Context: an optimization exercise on an open-source flow, tuned for small area, a short achievable clock period and few clock cycles. The choices shown serve that exercise and are no tape-out recipe. Function was checked by simulation only, so behaviour that the tests miss may differ from the original. Power is estimated from default activity; no workload was simulated.

File: design/flow/config.mk
export PLATFORM = sky130hd
export DESIGN_NAME = riscv_multicycle
export DESIGN_NICKNAME = riscv_multicycle
export VERILOG_FILES = /design/flow/design.v
export SDC_FILE = /design/flow/constraint.sdc
export NUM_CORES = 8
export LEC_CHECK = 0
export CAP_MARGIN = 20
export CORE_MARGIN = 2
export CORE_UTILIZATION = 40
export SETUP_SLACK_MARGIN = 5
export SLEW_MARGIN = 20
File: design/flow/constraint.sdc
create_clock -name core_clock -period 9.0 [get_ports {clock}]
set_input_delay 1.8000 -clock core_clock [delete_from_list [all_inputs] [get_ports {clock}]]
set_output_delay 1.8000 -clock core_clock [all_outputs]
set_load 0.01 [all_outputs]
File: design/flow/design.v
module regfile (
    input  clock,
    input  write_enable,
    input  [4:0] rd_address,
    input  [4:0] rs1_address,
    input  [4:0] rs2_address,
    input  [31:0] rd_data,
    output logic [31:0] rs1_data,
    output logic [31:0] rs2_data
);
    logic [31:0] register [1:31];
    logic [31:0] t1 [0:3];
    logic [31:0] t2 [0:3];
    always_comb begin
        for (int q = 0; q < 4; q++) begin
            t1[q] = 32'b0; t2[q] = 32'b0;
            for (int k = 8*q; k < 8*q+8; k++) if (k > 0) begin
                t1[q] = t1[q] | ({32{rs1_address == 5'(k)}} & register[k]);
                t2[q] = t2[q] | ({32{rs2_address == 5'(k)}} & register[k]);
            end
        end
        rs1_data = (t1[0] | t1[1]) | (t1[2] | t1[3]);
        rs2_data = (t2[0] | t2[1]) | (t2[2] | t2[3]);
    end
    always_ff @(posedge clock)
        if (write_enable && rd_address != 5'b0) register[rd_address] <= rd_data;
endmodule
module riscv_multicycle (
    input  clock,
    input  reset,
    output [31:0] bus_address,
    input  [31:0] bus_read_data,
    output [31:0] bus_write_data,
    output [3:0]  bus_byte_enable,
    output        bus_read_enable,
    output        bus_write_enable
);
    logic [31:2] pc_f;        
    logic [31:2] a_q;         
    logic        v_e;
    logic [31:0] op_a, op_b, alt;
    logic [4:0]  rd_e;
    logic        e_wr;        
    logic        e_ldw;       
    logic        e_load, e_store, e_branch, e_jalr, e_pred;
    logic        e_sel_alt;   
    logic [2:0]  e_fn;        
    logic        e_sub;       
    logic        e_sra;       
    logic [2:0]  e_f3;        
    logic        fwd_a, fwd_b, fwd_s;   
    logic        m_load, m_store;
    logic [1:0]  m_off;
    logic [2:0]  m_f3;
    logic [4:0]  m_rd;
    logic [3:0]  m_be;
    logic        w_we;
    logic [4:0]  w_rd;
    logic [31:0] w_val;
    wire m_act = m_load | m_store;
    wire adv = !m_act;
    assign bus_address      = {a_q, 2'b00};
    assign bus_read_enable  = !m_store;
    assign bus_write_enable = m_store;
    assign bus_write_data   = w_val;
    assign bus_byte_enable  = m_be;
    logic [7:0]  ld_b;
    logic [15:0] ld_h;
    logic [31:0] ld_data;
    always_comb begin
        case (m_off)
            2'd0: ld_b = bus_read_data[7:0];
            2'd1: ld_b = bus_read_data[15:8];
            2'd2: ld_b = bus_read_data[23:16];
            default: ld_b = bus_read_data[31:24];
        endcase
        ld_h = m_off[1] ? bus_read_data[31:16] : bus_read_data[15:0];
        case (m_f3[1:0])
            2'b00:   ld_data = {{24{ld_b[7] & !m_f3[2]}}, ld_b};
            2'b01:   ld_data = {{16{ld_h[15] & !m_f3[2]}}, ld_h};
            default: ld_data = bus_read_data;
        endcase
    end
    wire [31:0] ir = bus_read_data;
    wire [4:0] opc = ir[6:2];
    wire [4:0] rs1 = ir[19:15];
    wire [4:0] rs2 = ir[24:20];
    wire [4:0] rd  = ir[11:7];
    wire [2:0] f3  = ir[14:12];
    wire is_load   = opc == 5'b00000;
    wire is_opimm  = opc == 5'b00100;
    wire is_auipc  = opc == 5'b00101;
    wire is_store  = opc == 5'b01000;
    wire is_op     = opc == 5'b01100;
    wire is_lui    = opc == 5'b01101;
    wire is_branch = opc == 5'b11000;
    wire is_jalr   = opc == 5'b11001;
    wire is_jal    = opc == 5'b11011;
    wire [31:0] imm_i = {{21{ir[31]}}, ir[30:20]};
    wire [31:0] imm_s = {{21{ir[31]}}, ir[30:25], ir[11:7]};
    wire [31:0] imm_b = {{20{ir[31]}}, ir[7], ir[30:25], ir[11:8], 1'b0};
    wire [31:0] imm_u = {ir[31:12], 12'b0};
    wire [31:0] imm_j = {{12{ir[31]}}, ir[19:12], ir[20], ir[30:21], 1'b0};
    wire [31:0] t_imm = ir[6] ? (ir[3] ? imm_j : imm_b) : imm_u;
    wire [31:2] tadd  = pc_f + t_imm[31:2];
    wire [31:2] inc   = pc_f + 30'd1;
    wire pred_taken = is_jal | (is_branch & ir[31]);
    wire is_sub = is_op & f3 == 3'b000 & ir[30];
    logic [31:0] rf_rs1, rf_rs2;
    regfile regfile (
        .clock          (clock),
        .write_enable   (w_we),
        .rd_address     (w_rd),
        .rs1_address    (rs1),
        .rs2_address    (rs2),
        .rd_data        (w_val),
        .rs1_data       (rf_rs1),
        .rs2_data       (rf_rs2)
    );
    logic [31:0] e_result;
    wire e_fwd = v_e & e_wr;
    wire e_any = v_e & (e_wr | e_ldw);
    wire [31:0] byp1 = (w_we && rs1 == w_rd) ? w_val : rf_rs1;
    wire [31:0] byp2 = (w_we && rs2 == w_rd) ? w_val : rf_rs2;
    wire [31:0] a_e = fwd_a ? w_val : op_a;
    wire [31:0] b_e = fwd_b ? w_val : op_b;
    wire [31:0] s_e = fwd_s ? w_val : alt;
    wire [31:0] b_add = fwd_b ? (w_val ^ {32{e_sub}}) : op_b;
    wire [31:0] as_res = a_e + b_add + {31'b0, e_sub};
    wire lt31 = a_e[30:0] < b_e[30:0];
    wire sdif = a_e[31] ^ b_e[31];
    wire ltu  = sdif ? b_e[31] : lt31;
    wire lt   = sdif ? a_e[31] : lt31;
    wire eq   = a_e == b_e;
    logic [31:0] sh_in, shl;
    always_comb
        for (int i = 0; i < 32; i++) sh_in[i] = e_fn[2] ? a_e[i] : a_e[31 - i];
    wire signed [32:0] sh_ext = {e_sra & e_fn[2] & a_e[31], sh_in};
    wire [32:0] shr = sh_ext >>> b_e[4:0];
    always_comb
        for (int i = 0; i < 32; i++) shl[i] = shr[31 - i];
    logic [31:0] alu;
    always_comb
        case (e_fn)
            3'b000:  alu = as_res;
            3'b001:  alu = shl;
            3'b010:  alu = {31'b0, lt};
            3'b011:  alu = {31'b0, ltu};
            3'b100:  alu = a_e ^ b_e;
            3'b101:  alu = shr[31:0];
            3'b110:  alu = a_e | b_e;
            default: alu = a_e & b_e;
        endcase
    wire [31:0] alt_v = !e_store     ? alt :
                        e_f3[1:0] == 2'b00 ? {4{s_e[7:0]}} :
                        e_f3[1:0] == 2'b01 ? {2{s_e[15:0]}} : s_e;
    assign e_result = e_sel_alt ? alt_v : alu;
    wire cond  = e_f3[2] ? (e_f3[1] ? ltu : lt) : eq;
    wire taken = cond ^ e_f3[0];
    wire redir_b = v_e & e_branch & (taken ^ e_pred);
    wire e_jr    = v_e & e_jalr;
    wire e_mem   = v_e & (e_load | e_store);
    wire redir_e = redir_b | e_jr;
    wire [31:2] npc_f = e_jr ? as_res[31:2] : pred_taken ? tadd : inc;
    wire [31:2] npc   = redir_b ? alt[31:2] : npc_f;
    wire [31:2] na_q  = redir_b ? alt[31:2] : (e_jr | e_mem) ? as_res[31:2] : pred_taken ? tadd : inc;
    logic [3:0] st_be;
    always_comb
        case (e_f3[1:0])
            2'b00:   st_be = 4'b0001 << as_res[1:0];
            2'b01:   st_be = as_res[1] ? 4'b1100 : 4'b0011;
            default: st_be = 4'b1111;
        endcase
    always_ff @(posedge clock or posedge reset)
        if (reset) begin
            pc_f    <= 30'h00100000;    
            a_q     <= 30'h00100000;
            v_e     <= 1'b0;
            m_load  <= 1'b0;
            m_store <= 1'b0;
            w_we    <= 1'b0;
        end else begin
            if (adv) begin
                pc_f <= npc;
                a_q  <= na_q;
                v_e  <= !redir_e;
            end else
                a_q  <= pc_f;
            m_load  <= adv & v_e & e_load;
            m_store <= adv & v_e & e_store;
            w_we    <= adv ? e_fwd : (m_load && m_rd != 5'b0);
        end
    always_ff @(posedge clock)
        if (adv) begin
            op_a      <= byp1;
            op_b      <= (is_op | is_branch) ? (byp2 ^ {32{is_sub}}) : is_store ? imm_s : imm_i;
            alt       <= is_store ? byp2 :
                         (is_jal | is_jalr | (is_branch & ir[31])) ? {inc, 2'b00} :
                         is_lui ? imm_u : {tadd, 2'b00};
            rd_e      <= rd;
            e_wr      <= (is_op | is_opimm | is_lui | is_auipc | is_jal | is_jalr) && rd != 5'b0;
            e_ldw     <= is_load && rd != 5'b0;
            e_load    <= is_load;
            e_store   <= is_store;
            e_branch  <= is_branch;
            e_jalr    <= is_jalr;
            e_pred    <= ir[31];
            e_sel_alt <= is_lui | is_auipc | is_jal | is_jalr | is_store;
            e_fn      <= (is_op | is_opimm) ? f3 : 3'b000;
            e_sub     <= is_sub;
            e_sra     <= ir[30];
            e_f3      <= f3;
            fwd_a     <= e_any && rs1 == rd_e;
            fwd_b     <= e_any && rs2 == rd_e && (is_op | is_branch);
            fwd_s     <= e_any && rs2 == rd_e && is_store;
        end
    always_ff @(posedge clock) begin
        m_off <= as_res[1:0];
        m_f3  <= e_f3;
        m_rd  <= rd_e;
        m_be  <= st_be;
    end
    always_ff @(posedge clock) begin
        w_rd  <= adv ? rd_e : m_rd;
        w_val <= adv ? e_result : ld_data;
    end
endmodule
File: design/flow/run.sh
#!/bin/bash
# synth_recipe.tcl (not shown) runs the flow's synth.tcl, then flattens the netlist and writes it again
# the make line also repeats each setting of config.mk as NAME=value (left out here)
make -C /OpenROAD-flow-scripts/flow DESIGN_CONFIG=/design/flow/config.mk WORK_HOME=/design/flow/orfs CLKGATE_MAP_FILE= SYNTH_SCRIPT=/design/flow/synth_recipe.tcl finish
==> notes.md, run 1 <==
status finished clean; CTS Sinks about 1.2k; Post-Synthesis Cells ~5.4k; die width slightly above 400 um; Syn-to-layout area delta 26.4%; post-synthesis sequential area ratio a little under three fifths; hold path start m_rd[3]$_DFF_P_; clock latency on the worst-skew pair between 0.8 and 0.9 ns; P_leak between 0.02 and 0.03 uW; FF+latch area around 36,000 um^2; critical path endpoint category flop; Slew Limit Headroom between 20% and 30%; Synth warnings 4; Routed Antenna Nets 0; sequential share of power between 20 and 30%; Via Count 61.3k; Final Cycle Share between 40% and 50%; hold path depth 2; HPWL after DPL roughly 210,000 um; reg2reg end pc_f[2]$_DFFE_PP0P_; drt total wl roughly 360,000 um; Die Area 164,000 um^2; Die Ht roughly 400 um; Power Density between 400 and 500 nW/um^2; Placed Instance Area around 69,000 um^2; multi-input logic area 30,300 um^2; Synth area leader edfxtp_1; initial antenna violation count 24; final setup fails 0; drt drc 0; required time worst endpoint about 9.5 ns; switching share of power between 40% and 50%; hold-fix buffers at CTS 0; crit path launch type primary input; FF-to-FF Start fwd_b$_DFFE_PP_; register bit total from synthesis approximately 1.2k; Post-Syn Area per Cell approximately 12 um^2; r2r worst-path depth 14; Final Slew Violations 0; Clock Pin Slew Worst Setup and Hold Paths 0.06 ns; Hold EP w_rd[3]$_DFF_P_; P_int between 15,000 and 20,000 uW; first-pass GRT wire length about 470,000 um; Crit Path Category primary input to flop; worst hold slack around 0.44 ns; Filler cells ~14k; post-route cell area 81,200 um^2; Clk pwr share between 10% and 20%; largest cells by area after synthesis edfxtp_1, a22oi_1, a221oi_1, mux2i_1, a22o_1; largest net degree at the start of global routing 67; H-tree levels 4; CTS Root Cell clkbuf_16; RSZ-0062 raised after global routing yes; Core Area 160,000 um^2; Vias/cell 7.64; TritonCTS clock tree done; Nets 6,005; Initial DRT Pass Iterations 17; critical path arrival ~4.7 ns; RD Place Congestion around 1.1; clock tree buffer depth 3; share of flip-flops with an asynchronous set or reset 5.22%; Final Skew 0.0879 ns; Setup TNS 0 ns; vias in the first global route 55.9k; Max Cap Viol 0; total CTS buffers between 100 and 150; Syn Std Cell Area 64,200 um^2; Rows approximately 150; total global-route track usage a little over two fifths; worst hold path type flop to flop; peak supply drop between 0.7 and 0.8 mV; fin crit period about 4.2 ns; Reg2Reg Setup Slack 4.82 ns; grt total ovfl 0; I/O pins around 100; final hold vios 0; top cell type's share of synthesized area between 50% and 60%; wire per inst 44.6 um; layout cells sized above 1 around a quarter; Switch Pwr approximately 16,000 uW; drt initial violations between 10k and 15k; Post-synth EDFFs between 1k and 1.5k; crit path max fanout 5; combinational power share 57.5%; Cell variety after synth 96; measured slew at the worst slew-check pin ~1.1 ns; Port Buffers between 100 and 150; Max Freq 0.237 GHz; Initial Util 40.1%; commonest register cell after synthesis edfxtp_1
[registers in the layout, summed over array words and instances (netlist names), 30 cells and up]
name	cells
a_q	30
alt	32
op_a	32
op_b	32
pc_f	30
regfile.register	992
w_val	32
[cell usage after synthesis, types with 62 or more instances]
master / instances
a221oi_1: 250
clkbuf_1: 316
ha_1: 155
dfrtp_1: 62
nor3_1: 84
nor2_1: 434
nand2_1: 289
nand3_1: 138
o21ai_0: 176
inv_1: 113
a222oi_1: 65
a22oi_1: 446
a22o_1: 242
a21oi_1: 314
xnor2_1: 85
nand4_1: 130
edfxtp_1: 1128
mux2i_1: 217
[metal layers]
layer / part of all wire (%) / vias up / GRT usage, %
met1: 33 / 29474 / 49.9
li1: - / 22585 / -
met2: 40 / 6977 / 59.0
met4: 10 / 38 / 31.7
met3: 17 / 2246 / 19.1
met5: 0.19 / - / 0.803
[what timing repair did]
action                     CTS  global route
cloned                      17             9
setup endpoints to repair  211           176
pin swaps                  133           169
setup buffers              211            85
gates resized for setup    641           343
[worst max-delay path: stages]
cell and delay, ns:
buf_2 0.18, clkinvlp_4 0.24, nor2_2 0.13, ha_1 0.29, o21a_1 0.21, o21a_1 0.16, o32a_1 0.22, a31oi_4 0.25
o211ai_1 0.16, a311oi_2 0.38, xnor2_2 0.23, mux2i_4 0.35, a21oi_2 0.08
[through the flow]
step / std cells / total power [uW] / util (%) / setup WS [ns]
final: 8030 / 34800 / 50.7 / 4.77
after global routing: 8017 / 35400 / 50.7 / 4.76
after CTS: 7920 / 32200 / 49.0 / 4.87
after detailed placement: 7437 / 23800 / 43.1 / 1.84
after global placement: 7437 / 23700 / 43.1 / 1.67
after floorplan: 5425 / 17000 / - / 4.45
[placed cells by master, fill, tap and decap left out, types with 38 or more instances in the layout]
cell type,netlist,routed
o21ai_1,25,53
inv_1,113,97
mux2i_1,217,172
edfxtp_1,1128,1128
dfrtp_1,62,62
clkbuf_16,0,148
o21ai_0,176,118
xnor2_1,85,63
a21oi_1,314,228
buf_4,2,376
xor2_1,44,38
and3_1,40,39
nand3_1,138,121
mux2_2,48,47
nor2_4,0,94
buf_12,1,66
nand2_1,289,273
clkdlybuf4s50_1,0,71
nand4_1,130,130
ha_1,155,121
a22oi_1,446,445
a21oi_2,1,66
nor2_1,434,333
a22o_1,242,242
a221oi_1,250,222
buf_6,4,77
a222oi_1,65,65
[worst max path at each step]
stage	startpoint	endpoint	slack, ns
after floorplan	bus_read_data[6]	alt[26]$_DFFE_PP_	4.45
after global placement	bus_read_data[22]	op_b[25]$_DFFE_PP_	1.67
after detailed placement	bus_read_data[22]	op_b[29]$_DFFE_PP_	1.84
after CTS	bus_read_data[20]	alt[26]$_DFFE_PP_	4.87
after global routing	bus_read_data[6]	alt[26]$_DFFE_PP_	4.76
final	bus_read_data[29]	alt[26]$_DFFE_PP_	4.77
[cell families after synthesis]
logic type	Yosys count	synth area share (%)
fa+ha+maj	158	3.11
other cells	1	0.00584
xor+xnor	129	1.76
compound gates	1815	20.7
mux	310	5.79
buf+inv	529	3.24
simple gates	1255	9.08
flops	1227	56.3
[final cells by class]
cell class	count	share of cell area [%]
diodes	16	0.0493
clock buffers	158	4.41
clock inverters	97	1.46
inverters	119	0.611
multi-input cells	3675	37.3
flip-flops and latches	1227	44.6
well taps	2086	3.22
repair buffers	650	8.32
repair inverters	2	0.0170
[power by group through the flow]
stage                     clock (uW)  sequential [uW]  combinational, uW
after global routing            6210             8760              20400
after global placement             0             8800              14900
after CTS                       5990             8680              17600
final                           6000             8790              20000
after floorplan                    0             8630               8370
after detailed placement           0             8790              15000
Testbench counts, summed over its fixed seeds: cycles 139,551.
==> run 2: changes to the inputs <==
--- a/design/flow/config.mk
+++ b/design/flow/config.mk
@@ -7,6 +7,7 @@
 export LEC_CHECK = 0
 export CAP_MARGIN = 20
 export CORE_MARGIN = 2
-export CORE_UTILIZATION = 40
+export CORE_UTILIZATION = 50
+export PLACE_DENSITY = 0.7
 export SETUP_SLACK_MARGIN = 5
 export SLEW_MARGIN = 20
==> run 2 against run 1 <==
Largest cell class unchanged. Die area down 20%. Fmax shrank 1.5%. Register-to-register slack worse by 0.11 ns. Utilization increased by 12 points. Synthesized area unchanged. Cell area down 1.1%.
==> notes.md, run 2 <==
clock tree buffer depth 3; Syn Std Cell Area approximately 64,000 um^2; P_int 18,700 uW; Switch Pwr between 15,000 and 20,000 uW; crit path launch type flop; register bit total from synthesis about 1.2k; status finished clean; Final Cycle Share a little under half; Synth warnings 4; Cell variety after synth 96; post-synthesis sequential area ratio between 50% and 60%; largest cells by area after synthesis edfxtp_1, a22oi_1, a221oi_1, mux2i_1, a22o_1; register bank with the most flops regfile.register; drt initial violations around 15k; Power Density around 440 nW/um^2; DP Worst Slack about 1.9 ns; Clk pwr share about 16%; Via Count a little over 60k; RD Place Congestion 1.05; cell with the most instances after synthesis edfxtp_1; required time worst endpoint 9.50 ns; grt total ovfl 0; share of flip-flops with an asynchronous set or reset 5.22%; Rows ~130; max reg flops 992; TritonCTS clock tree done; I/O pins 104; most frequent cells in the layout edfxtp_1, a22oi_1, buf_4, nor2_1, nand2_1; Die Ht around 360 um; CTS Sinks ~1.2k; HPWL after DPL ~200,000 um; Post-Syn Area per Cell approximately 12 um^2; Initial DRT Pass Iterations 14; Crit Path Category flop to flop; Final Skew roughly 0.086 ns; fin crit period about 4.3 ns; commonest non-fill, non-tap cell in the layout edfxtp_1; Post-synth EDFFs between 1k and 1.5k; critical path endpoint category flop; worst hold path type flop to flop; vias in the first global route around 55k; top cells by count, synth edfxtp_1, a22oi_1, nor2_1; switching share of power between 40% and 50%; Slew Limit Headroom 14.1%; crit path max fanout approximately 40; drt total wl 344,000 um; sequential share of power between 20% and 30%; peak supply drop 0.427 mV; wire per inst about 46 um; H-tree levels 3; Routed Antenna Nets 0; Nets 5,952; Clock Pin Slew Worst Setup and Hold Paths approximately 0.06 ns; Syn-to-layout area delta 24.9%; hold-fix buffers at CTS 0; CTS Root Cell clkbuf_16; Final Slew Violations 0; Setup TNS 0 ns; drt drc 0; Placed Instance Area 68,300 um^2; total CTS buffers 121; Max Freq 0.233 GHz; Initial Util 50.4%; RSZ-0062 raised after global routing yes; Max Cap Viol 0; Port Buffers approximately 100; layout cells sized above 1 around 26%; P_leak around 0.028 uW; Vias/cell approximately 8.2; Synth area leader edfxtp_1; total global-route track usage between 50% and 60%; largest net degree at the start of global routing 65; measured slew at the worst slew-check pin approximately 1.3 ns; worst setup margin around 4.7 ns; die width around 360 um; commonest register cell after synthesis edfxtp_1; critical path arrival approximately 4.8 ns; top cell type's share of synthesized area a little over half; Die Area around 130,000 um^2; Reg2Reg Setup Slack approximately 4.7 ns; initial antenna violation count 17; first-pass GRT wire length 454,000 um; clock latency on the worst-skew pair approximately 0.83 ns; final hold vios 0; post-route cell area 80,200 um^2; combinational power share between 50 and 60%; Core Area 128,000 um^2; Post-Synthesis Cells roughly 5.4k; final setup fails 0
## run 2: cell counts after synthesis
No cell type changed its count.
## run 2: path summary, 6_finish.rpt
| check | start | to | cells past startpoint |
|---|---|---|---|
| min in group asynchronous | reset | a_q[6]$_DFF_PP0_ | 3 |
| max reg2reg | e_fn[2]$_SDFFCE_PN0P_ | w_val[28]$_DFFE_PP_ | 10 |
| min reg2reg | m_rd[2]$_DFF_P_ | w_rd[2]$_DFF_P_ | 2 |
| max in group asynchronous | reset | pc_f[10]$_DFFE_PP0P_ | 3 |
| max | e_fn[2]$_SDFFCE_PN0P_ | w_val[28]$_DFFE_PP_ | 10 |
| min | m_rd[2]$_DFF_P_ | w_rd[2]$_DFF_P_ | 2 |
## run 2: final cells by class
| class | count | area (um^2) |
|---|---|---|
| Antenna cell | 10 | 25.0 |
| Clock buffer | 138 | 3190 |
| Clock inverter | 90 | 1270 |
| Fill cell | 9572 | 47300 |
| Inverter | 119 | 490 |
| Multi-Input combinational cell | 3675 | 30700 |
| Sequential cell | 1227 | 36200 |
| Tap cell | 1662 | 2080 |
| Timing Repair Buffer | 616 | 6270 |
## run 2: timing repair
item | CTS | global route
setup endpoints to repair | 201 | 178
gates resized for setup | 608 | 461
cloned | 14 | 10
buffers inserted | 188 | 87
pin swaps | 149 | 169
## run 2: routing by layer
metal | wire (um) | up-vias | GRT usage (%)
li1 | - | 22478 | -
met1 | 108000 | 29072 | 59.5
met2 | 134000 | 7384 | 69.4
met3 | 61300 | 2474 | 23.5
met4 | 40000 | 24 | 40.0
met5 | 443 | - | 1.52
## run 2: cells by family after synthesis
logic type,Yosys count,share of synthesized area (%)
xor gates and xnor gates,129,1.76
and+or+nand+nor,1255,9.08
DFF,1227,56.3
other,1,0.00584
adders and majority gates,158,3.11
buffers and inverters,529,3.24
muxes,310,5.79
AOI/OAI and AO/OA,1815,20.7
## run 2: per-stage QoR
stage / std cells / util (%) / hold WS (ns) / total power, uW
after floorplan: 5425 / - / 0.385 / 17000
after global placement: 6999 / 53.5 / 0.443 / 23500
after detailed placement: 7000 / 53.6 / 0.436 / 23500
final: 7537 / 62.9 / 0.457 / 35300
after global routing: 7527 / 62.9 / 0.482 / 35700
after CTS: 7430 / 60.5 / 0.453 / 31900
## run 2: critical path, cell delays in order (launching register included)
cell,delay [ns]
edfxtp_1,0.35
buf_4,0.47
buf_4,0.55
nand3_1,0.50
a21oi_1,0.35
o21ai_0,0.13
nand2_1,0.09
o21ai_0,0.32
mux2i_1,0.59
a21oi_1,0.14
a222oi_1,0.47
## run 2: power by group through the flow
| stage | logic [uW] | clock network [uW] | registers [uW] |
|---|---|---|---|
| global route | 21000 | 5900 | 8880 |
| finish | 20600 | 5730 | 8930 |
| floorplan | 8370 | 0 | 8630 |
| CTS | 17400 | 5690 | 8760 |
| global placement | 14600 | 0 | 8840 |
| detailed placement | 14600 | 0 | 8840 |
==> run 3: changes to the inputs <==
==> design/flow/flow/run.sh (new file) <==
#!/bin/bash
# Own layout flow: the standard flow (standard.sh, unchanged synthesis,
# floorplan, placement, CTS and routing), except that the input and output
# ports are buffered with sky130_fd_sc_hd__buf_8 rather than the delay buffer
# that buffer_ports picks by default. Every port still gets its own buffer.
set -euo pipefail
export BUFFER_PORTS_ARGS="-buffer_cell sky130_fd_sc_hd__buf_8"
bash standard.sh finish > standard_sh.log 2>&1
==> design/flow/standard.sh (new file) <==
#!/bin/bash
# synth_recipe.tcl (not shown) runs the flow's synth.tcl, then flattens the netlist and writes it again
# the make line also repeats each setting of config.mk as NAME=value (left out here)
make -C /OpenROAD-flow-scripts/flow DESIGN_CONFIG=/design/flow/config.mk WORK_HOME=/design/flow/orfs CLKGATE_MAP_FILE= SYNTH_SCRIPT=/design/flow/synth_recipe.tcl "${@:-finish}"
--- a/design/flow/config.mk
+++ b/design/flow/config.mk
@@ -7,7 +7,7 @@
 export LEC_CHECK = 0
 export CAP_MARGIN = 20
 export CORE_MARGIN = 2
-export CORE_UTILIZATION = 50
+export CORE_UTILIZATION = 40
 export PLACE_DENSITY = 0.7
 export SETUP_SLACK_MARGIN = 5
 export SLEW_MARGIN = 20
removed: design/flow/run.sh
==> run 3 against run 2 <==
Still clean. Global-route usage fell by 11 points. Critical path depth is 5 higher. Via count down 1.8%. Utilization shrank 14 points. Clock power decreased by 5.4%. Final cell count increased by 4.5%. Critical path type unchanged.
==> notes.md, run 3 <==
status finished clean; grt total ovfl 0; share of flip-flops with an asynchronous set or reset ~5.2%; clock tree buffer depth 3; fin crit period around 4.3 ns; largest cells by area after synthesis edfxtp_1, a22oi_1, a221oi_1, mux2i_1, a22o_1; hold-fix buffers at CTS 0; HPWL after DPL 200,000 um; Final Slew Violations 0; critical path's top delay family compound AO/OA/AOI/OAI gates; largest net degree at the start of global routing 82; register bit total from synthesis around 1.2k; Synth Area in Simple Gates under 10%; crit path launch type flop; Port Buffers between 100 and 150; final setup fails 0; Core Area approximately 160,000 um^2; top cells by count, synth edfxtp_1, a22oi_1, nor2_1; most frequent cells in the layout edfxtp_1, a22oi_1, buf_4, nor2_1, nand2_1; commonest non-fill, non-tap cell in the layout edfxtp_1; RSZ-0062 raised after global routing yes; Post-synth EDFFs about 1.1k; Clock Pin Slew Worst Setup and Hold Paths 0.07 ns; I/O pins roughly 100; total CTS buffers 121; crit-path max cell delay just over 0.5 ns; Final Skew 0.0720 ns; drt drc 0; Routed Antenna Nets 0; Die Ht roughly 400 um; required time worst endpoint around 9.6 ns; Cell variety after synth 96; largest family of logic cells by synthesized area compound AO/OA/AOI/OAI gates; drt total wl 334,000 um; crit path max fanout 10; wire per inst approximately 42 um; H-tree levels 3; Crit Path Category flop to flop; CP cell instances buf_4, buf_12, clkbuf_16, mux2i_4, ha_4, nor4_4, buf_4, a221oi_2, o31ai_1, a2111o_1, nand3b_1, a211o_4, buf_12, or2_4, o31a_1; post-route cell area 78,300 um^2; cell with the most instances after synthesis edfxtp_1; Setup TNS 0 ns; worst setup margin between 4 and 5 ns; measured slew at the worst slew-check pin roughly 1.2 ns; die width 405 um; critical path arrival around 4.9 ns; peak supply drop around 0.28 mV; max reg flops roughly 990; critical path endpoint category flop; Rows about 150; drt initial violations about 15k; clock latency on the worst-skew pair between 0.8 and 0.9 ns; final hold vios 0; Nets about 5.9k; Synth Area in Adders a little over 3%; Placed Instance Area slightly below 70,000 um^2; Syn Std Cell Area 64,200 um^2; Post-Syn Area per Cell between 10 and 15 um^2; layout cells sized above 1 between 20% and 30%; Max Freq 0.234 GHz; top cell type's share of synthesized area ~53%; first-pass GRT wire length between 400,000 and 500,000 um; Final Cycle Share 47.5%; Vias/cell approximately 7.7; DP Worst Slack 3.18 ns; commonest register cell after synthesis edfxtp_1; Die Area ~160,000 um^2; fin util approximately half; vias in the first global route roughly 56k; Slew Limit Headroom between 20% and 30%; P_leak about 0.027 uW; worst hold path type flop to flop; Post-Synthesis Cells between 5k and 6k; Synth Area in Compound Gates about 21%; total global-route track usage between 30% and 40%; Via Count about 60k; Syn-to-layout area delta 22.0%; RD Place Congestion approximately 1.0; CTS Root Cell clkbuf_16; Buffers & Inverters on Critical Path 5; Max Cap Viol 0; CTS Sinks 1,227; TritonCTS clock tree done; Initial Util 40.1%; register bank with the most flops regfile.register; Initial DRT Pass Iterations 17; post-synthesis sequential area ratio a little under three fifths; Power Density between 400 and 500 nW/um^2; post-synthesis xor/xnor area fraction roughly 1.8%; initial antenna violation count 20; multiplexer area fraction after synthesis between 5 and 6%; Synth area leader edfxtp_1; Critical-path top delay cell a2111o_1; Synth warnings 4
==> run 3: cell counts after synthesis <==
No cell type changed its count.
==> run 3: power by group <==
group / switching, uW / internal, uW
clock network: 2420 / 3000
registers: 923 / 7780
logic: 11500 / 6550
==> run 3: timing repair <==
action                                 in CTS  in global routing
buffers inserted                          101                 90
cloned                                     10                  9
setup endpoints to repair                 179                149
resized for setup                         248                330
pin swaps                                  63                102
endpoints found under the hold margin       0                  0
==> run 3: cell type report <==
type                    instances  area, um^2
fillers                     13840       81700
diodes                         14        35.0
multi-input cells            3673       29300
clock inverters                87        1040
well taps                    2086        2610
repair inverters                1        5.00
inverters                     119         500
repair buffers                534        5570
flip-flops and latches       1227       36200
clock buffers                 138        3100
==> run 3: metal layers <==
metal / share of wire [%] / wire [um] / global-route usage, %
met4: 11 / 37400 / 30.1
met5: 0.23 / 754 / 2.59
met3: 17 / 58300 / 19.2
met2: 39 / 131000 / 54.3
met1: 32 / 106000 / 45.7
==> run 3: cells by family after synthesis <==
group                      count (synthesis)
AOI/OAI and AO/OA                       1815
other                                      1
adders and majority gates                158
buffers and inverters                    529
xor gates and xnor gates                 129
and+or+nand+nor                         1255
DFF                                     1227
muxes                                    310
==> run 3: stage by stage <==
step	power (uW)	hold slack [ns]	std cells
after floorplan	17000	0.385	5425
after global placement	23200	0.438	7429
after detailed placement	23200	0.434	7429
after CTS	29800	0.449	7765
after global routing	32900	0.478	7866
final	32200	0.446	7879
==> run 3: path summary, 6_finish.rpt <==
kind                                  from             endpoint  slack, ns  depth (start not counted)
max                        fwd_b$_DFFE_PP_     a_q[9]$_DFF_PP0_       4.73                         15
min                        m_rd[4]$_DFF_P_      w_rd[4]$_DFF_P_       0.45                          2
max reg2reg                fwd_b$_DFFE_PP_     a_q[9]$_DFF_PP0_       4.73                         15
min reg2reg                m_rd[4]$_DFF_P_      w_rd[4]$_DFF_P_       0.45                          2
max in group asynchronous            reset  pc_f[6]$_DFFE_PP0P_       7.01                          3
min in group asynchronous            reset    a_q[28]$_DFF_PP0_       1.28                          3
==> run 3: worst reg2reg max path, stage by stage, from the launching register on <==
cell	delay (ns)
edfxtp_1	0.44
buf_4	0.17
buf_12	0.15
clkbuf_16	0.22
mux2i_4	0.22
ha_4	0.34
nor4_4	0.05
buf_4	0.13
a221oi_2	0.22
o31ai_1	0.13
a2111o_1	0.51
nand3b_1	0.25
a211o_4	0.43
buf_12	0.18
or2_4	0.31
o31a_1	0.37
==> run 4: changes to the inputs <==
--- a/design/flow/config.mk
+++ b/design/flow/config.mk
@@ -8,6 +8,8 @@
 export CAP_MARGIN = 20
 export CORE_MARGIN = 2
 export CORE_UTILIZATION = 40
+export CTS_CLUSTER_DIAMETER = 60
+export CTS_CLUSTER_SIZE = 30
 export PLACE_DENSITY = 0.7
 export SETUP_SLACK_MARGIN = 5
 export SLEW_MARGIN = 20
==> run 4 against run 3 <==
Critical path type is now primary input to flop. Via count shrank 0.58%. Largest cell class unchanged. Worst hold slack gained 0.0070 ns. Largest power group unchanged. Count of clock-buffer cells in the layout shrank 36.
==> notes.md, run 4 <==
first-pass GRT wire length 443,000 um; Post-Synthesis Cells between 5k and 6k; status finished clean; Power Density between 400 and 500 nW/um^2; Die Ht between 400 and 500 um; initial antenna violation count 23; grt total ovfl 0; Critical-path top delay cell a311oi_2; Final Slew Violations 0; drt drc 0; Core Area about 160,000 um^2; final hold vios 0; crit-path max cell delay approximately 0.37 ns; crit path max fanout 5; Placed Instance Area approximately 69,000 um^2; Final Power 32,300 uW; layout cells sized above 1 around a quarter; drt total wl 335,000 um; measured slew at the worst slew-check pin 1.25 ns; drt initial violations about 15k; Clock Pin Slew Worst Setup and Hold Paths approximately 0.080 ns; Final Skew ~0.11 ns; Buffers & Inverters on Critical Path 2; Cell variety after synth 96; commonest register cell after synthesis edfxtp_1; Switch Pwr roughly 15,000 uW; hold path start m_rd[4]$_DFF_P_; top cell type's share of synthesized area a little over half; critical path arrival 4.73 ns; post-route insts no fill 7,830; post-route cell area about 78,000 um^2; Crit Path Category primary input to flop; Clk pwr share 15.4%; clock tree buffer depth 3; CP cell instances buf_8, inv_1, nor2_1, ha_1, o21a_1, o21a_1, o32a_1, a31oi_4, o211ai_1, a311oi_2, xnor2_2, mux2i_1, a21oi_1; Setup TNS 0 ns; CTS Sinks between 1k and 1.5k; commonest non-fill, non-tap cell in the layout edfxtp_1; FF-to-FF Start fwd_b$_DFFE_PP_; P_leak approximately 0.027 uW; cell with the most instances after synthesis edfxtp_1; required time worst endpoint around 9.5 ns; switching share of power 47.6%; Via Count 60.0k; Synth area leader edfxtp_1; max reg flops about 990; Max Freq ~0.24 GHz; total global-route track usage a little under 40%; Post-Syn Area per Cell ~12 um^2; critical path's top delay family compound AO/OA/AOI/OAI gates; CTS Root Cell clkbuf_16; Syn-to-layout area delta 22.2%; most frequent cells in the layout edfxtp_1, a22oi_1, nor2_1, buf_4, nand2_1; Max Cap Viol 0; Port Buffers about 100; final setup fails 0; HPWL after DPL ~200,000 um; die width just over 400 um; largest cells by area after synthesis edfxtp_1, a22oi_1, a221oi_1, mux2i_1, a22o_1; Reg2Reg Setup Slack roughly 4.8 ns; Slew Limit Headroom 16.8%; P_int roughly 17,000 uW; vias in the first global route 55.4k; fin crit period about 4.2 ns; total CTS buffers 96; Most common cell on crit path o21a_1; top cells by count, synth edfxtp_1, a22oi_1, nor2_1; I/O pins about 100; Routed Antenna Nets 0; Worst Setup EP alt[26]$_DFFE_PP_; WP depth 13; share of flip-flops with an asynchronous set or reset 5.22%; Rows 147; critical path endpoint category flop; clock latency on the worst-skew pair 0.83 ns; Critical Path Source bus_read_data[29]; Syn Std Cell Area between 60,000 and 70,000 um^2; worst hold path type flop to flop; Final Cycle Share between 40% and 50%; RD Place Congestion between 1 and 1.5; # placed instances approximately 7.4k; Initial DRT Pass Iterations 17; peak supply drop a little under 0.3 mV; register bank with the most flops regfile.register; largest net degree at the start of global routing 82; Nets around 6k; Die Area between 150,000 and 200,000 um^2; reg2reg end a_q[18]$_DFF_PP0_; sequential share of power a little over a quarter; H-tree levels 3; register bit total from synthesis 1,227; RSZ-0062 raised after global routing yes; post-synthesis sequential area ratio 56.3%; Vias/cell approximately 7.7; Synth warnings 4; combinational power share between 50 and 60%; Post-synth EDFFs between 1k and 1.5k; wire per inst roughly 43 um; TritonCTS clock tree done; crit path launch type primary input; Initial Util 40.1%; r2r worst-path depth 17
-- run 4: cell counts after synthesis --
Identical to the previous run, type by type.
-- run 4: through the flow --
step | util (%) | setup WS [ns] | hold slack (ns)
after floorplan | - | 4.45 | 0.385
after global placement | 43.3 | 3.15 | 0.438
after detailed placement | 43.3 | 3.18 | 0.434
after CTS | 47.1 | 4.78 | 0.453
after global routing | 49.0 | 4.75 | 0.478
final | 49.0 | 4.76 | 0.453
-- run 4: worst min-delay path by stage --
stage / endpoint / slack, ns / depth (start not counted)
floorplan: m_f3[2]$_DFF_P_ / 0.39 / 0
global placement: w_rd[3]$_DFF_P_ / 0.44 / 2
detailed placement: w_rd[4]$_DFF_P_ / 0.43 / 2
CTS: w_rd[4]$_DFF_P_ / 0.45 / 2
global route: w_rd[2]$_DFF_P_ / 0.48 / 2
finish: w_rd[4]$_DFF_P_ / 0.45 / 2
-- run 4: cell type report --
class                      count  area [um^2]
clock inverter                80         1270
antenna                       10         25.0
tap                         2086         2610
clock buffer                 102         2460
timing repair inverter         1         5.00
inverter                     119          498
sequential                  1227        36200
multi-input combinational   3672        29500
fill                       13777        81500
timing repair buffer         533         5890
-- run 4: repair_timing --
action	in CTS	in global routing
cloned	11	19
gates resized for setup	264	381
setup buffers	83	95
pin swaps	69	112
endpoints found under the setup margin	177	142
hold buffers	0	0
-- run 4: metal layers --
layer	vias to the layer above	part of all wire, %	GRT usage, %
met5	-	0.13	1.04
met4	30	11	31.0
met3	2417	18	18.7
met2	6939	39	54.0
met1	28319	32	45.6
li1	22247	-	-
-- run 4: cells by family after synthesis --
family | Yosys count | synth area share (%)
adder cells (fa/ha/maj) | 158 | 3.11
multiplexers | 310 | 5.79
XOR/XNOR | 129 | 1.76
AND/OR/NAND/NOR | 1255 | 9.08
flip-flops | 1227 | 56.3
AO/OA/AOI/OAI | 1815 | 20.7
buffers and inverters | 529 | 3.24
other | 1 | 0.00584
-- run 4: power groups by stage --
stage,clock network (uW),logic [uW],registers [uW]
finish,4960,18600,8710
global route,5130,19100,8710
CTS,4930,15900,8590
detailed placement,0,14500,8700
global placement,0,14500,8710
floorplan,0,8370,8630
-- run 4: worst reg2reg max path: stages, from the launching register on --
cell	delay, ns
edfxtp_1	0.42
buf_6	0.15
buf_12	0.16
clkbuf_16	0.21
mux2i_4	0.22
ha_4	0.32
nor4_4	0.05
buf_4	0.13
a221oi_2	0.25
o31ai_2	0.12
a2111o_1	0.46
nand3b_1	0.27
a211o_4	0.42
buf_12	0.16
or2_4	0.31
buf_8	0.17
a21oi_1	0.11
a21oi_1	0.08
==> run 5: changes to the inputs <==
--- a/design/flow/config.mk
+++ b/design/flow/config.mk
@@ -7,9 +7,7 @@
 export LEC_CHECK = 0
 export CAP_MARGIN = 20
 export CORE_MARGIN = 2
-export CORE_UTILIZATION = 40
-export CTS_CLUSTER_DIAMETER = 60
-export CTS_CLUSTER_SIZE = 30
+export CORE_UTILIZATION = 50
 export PLACE_DENSITY = 0.7
 export SETUP_SLACK_MARGIN = 5
 export SLEW_MARGIN = 20
==> run 5 against run 4 <==
Setup slack worse by 0.030 ns. Combinational power decreased by 2%. Critical path type unchanged. Worst hold slack better by 0.0094 ns. Die area down 20%. First-iteration DRC count grew 2.1%. Fmax down 0.70%. Highest routed layer unchanged. Final cell count down 5.8%. Critical endpoint is now op_a[9]$_DFFE_PP_. Clock skew down 0.071 ns. Sequential power is 0.7% higher. Via count decreased by 0.34%.
==> notes.md, run 5 <==
clock tree buffer depth 3; Filler cells approximately 9.9k; Crit Path Category primary input to flop; RSZ-0062 raised after global routing yes; Die Area roughly 130,000 um^2; Critical-path top delay cell nor2_4; Initial DRT Pass Iterations 23; layout cells sized above 1 between 20% and 30%; Syn-to-layout area delta 19.9%; final setup fails 0; Reg2Reg Setup Slack approximately 5 ns; TritonCTS clock tree done; Initial Util 50.4%; HPWL after DPL around 190,000 um; post-synthesis sequential area ratio approximately 56%; worst setup margin 4.73 ns; wire per inst about 44 um; DP Worst Slack roughly 2.9 ns; Cell variety after synth 96; Post-Syn Area per Cell approximately 12 um^2; FF-to-FF Start e_sub$_DFFE_PP_; drt initial violations 15.7k; vias in the first global route 54.5k; first-pass GRT wire length roughly 440,000 um; grt total ovfl 0; fin crit period between 4 and 5 ns; largest net degree at the start of global routing roughly 150; RD Place Congestion roughly 1.2; critical path arrival between 4 and 5 ns; fin util 60.4%; total CTS buffers 130; measured slew at the worst slew-check pin between 1 and 1.5 ns; Core Area roughly 130,000 um^2; Post-Synthesis Cells about 5.4k; largest cells by area after synthesis edfxtp_1, a22oi_1, a221oi_1, mux2i_1, a22o_1; Synth area leader edfxtp_1; worst hold slack about 0.46 ns; Port Buffers approximately 100; register bit total from synthesis approximately 1.2k; worst hold path type flop to flop; commonest non-fill, non-tap cell in the layout edfxtp_1; peak supply drop roughly 0.38 mV; required time worst endpoint approximately 9.6 ns; Rows between 100 and 150; Slew Limit Headroom about an eighth; CTS Root Cell clkbuf_16; crit path launch type primary input; commonest register cell after synthesis edfxtp_1; max reg flops 992; Final Cycle Share a little under half; crit path max fanout 17; Via Count approximately 60k; hold path start m_rd[2]$_DFF_P_; status finished clean; Vias/cell approximately 8.1; drt drc 0; Die Ht roughly 360 um; Post-synth EDFFs 1,128; Max Freq 0.234 GHz; Final Power 32,500 uW; register bank with the most flops regfile.register; top cell type's share of synthesized area 52.7%; Final Skew approximately 0.039 ns; hold-fix buffers at CTS 0; Routed Antenna Nets 0; die width between 300 and 400 um; hold path depth 2; Synth warnings 4; Syn Std Cell Area ~64,000 um^2; Setup TNS 0 ns; total global-route track usage 47.7%; Final Slew Violations 0; I/O pins approximately 100; Critical Path Source bus_read_data[17]; CTS Sinks ~1.2k; share of flip-flops with an asynchronous set or reset roughly 5.2%; critical path endpoint category flop; drt total wl 323,000 um; crit-path max cell delay a little over 1 ns; clock latency on the worst-skew pair approximately 0.8 ns; Clock Pin Slew Worst Setup and Hold Paths about 0.060 ns; initial antenna violation count 24; Power Density 422 nW/um^2; final hold vios 0; H-tree levels 4; Nets about 5.8k; CP cell instances buf_8, nand3b_1, nor2_4, buf_4, a22o_1, a221oi_1, nand4_1, nor3_1, a21oi_1; P_leak approximately 0.027 uW; most frequent cells in the layout edfxtp_1, a22oi_1, nor2_1, nand2_1, a21oi_1; top cells by count, synth edfxtp_1, a22oi_1, nor2_1; cell with the most instances after synthesis edfxtp_1; r2r worst-path depth 14; Max Cap Viol 0
## run 5: area by class of cell
class / instances / area (um^2) / share of cell area (%)
diodes: 15 / 37.5 / 0.0487
flip-flops and latches: 1227 / 36200 / 47.0
clock buffers: 162 / 3540 / 4.60
repair inverters: 1 / 5.00 / 0.00650
multi-input cells: 3673 / 29200 / 37.9
clock inverters: 75 / 744 / 0.967
inverters: 119 / 502 / 0.651
repair buffers: 438 / 4740 / 6.16
well taps: 1662 / 2080 / 2.70
## run 5: through the flow
step	cells	cell area [um^2]
after CTS	7268	74700
after floorplan	5425	64400
after global routing	7358	77000
after detailed placement	6963	68500
final	7372	77000
after global placement	6962	68500
## run 5: cells by family (layout without fill, tap and decap cells)
logic type | after synthesis | after routing | share of synthesized area [%]
AOI/OAI and AO/OA | 1815 | 1815 | 20.7
adders and majority gates | 158 | 158 | 3.11
and+or+nand+nor | 1255 | 1259 | 9.08
xor gates and xnor gates | 129 | 129 | 1.76
DFF | 1227 | 1227 | 56.3
other | 1 | 17 | 0.00584
buffers and inverters | 529 | 795 | 3.24
muxes | 310 | 310 | 5.79
## run 5: worst max-delay path: cells and delay by family
kind	cells	cell delay, ns
simple gates	4	1.78
compound gates	3	0.47
buf+inv	2	0.76
## run 5: power breakdown
part	switching, uW	total [uW]	internal, uW
clock network	2460	5520	3060
registers	990	8770	7780
logic	11800	18200	6420
## run 5: routing by layer
metal	routed length, um	track usage, %
met4	36700	36.8
met2	126000	65.3
met5	559	2.03
met1	101000	56.2
met3	59300	24.3
## run 5: path summary, 6_finish.rpt
kind | end
max in group asynchronous | pc_f[10]$_DFFE_PP0P_
worst max register to register | w_val[21]$_DFFE_PP_
worst max-delay path | op_a[9]$_DFFE_PP_
worst min register to register | w_rd[2]$_DFF_P_
min in group asynchronous | a_q[17]$_DFF_PP0_
worst min-delay path | w_rd[2]$_DFF_P_
## run 5: timing repair
action / in CTS / in global routing
pin swaps: 60 / 107
resized for setup: 253 / 305
gates cloned: 6 / 7
buffers inserted: 62 / 80
endpoints found under the hold margin: 0 / 0
endpoints found under the setup margin: 177 / 154

==> static timing again, ports no longer ideal <==
The flow's constraints put no driver on any port. The routed layouts listed below were extracted and timed again, unchanged, in two steps.
Step 1 assumes that a clkbuf_16 drives the clock port and a buf_2 every other input.
Step 2, shift: input delay + t, output delay - t, t = (earliest + latest rising clock arrival at the registers) / 2. This alone moves slack from input paths to output paths.
Three values: no drivers, after step 1, after step 2; two values: the first two.
run	shift t [ns]	setup slack, ns	clock arrival spread, ns
run 1	0.871	4.772 / 4.699 / 3.829	0.091 / 0.091
run 2	0.862	4.707 / 4.707 / 3.939	0.088 / 0.088
run 3	0.879	4.728 / 4.728 / 3.934	0.073 / 0.073
run 4	0.869	4.760 / 4.703 / 3.835	0.115 / 0.115
run 5	0.859	4.730 / 4.602 / 3.742	0.041 / 0.041
After both steps setup and hold are still met in every run listed. For run 5, which loses most, drivers alone change the setup slack by -0.128 ns; drivers and shift together by -0.988 ns.
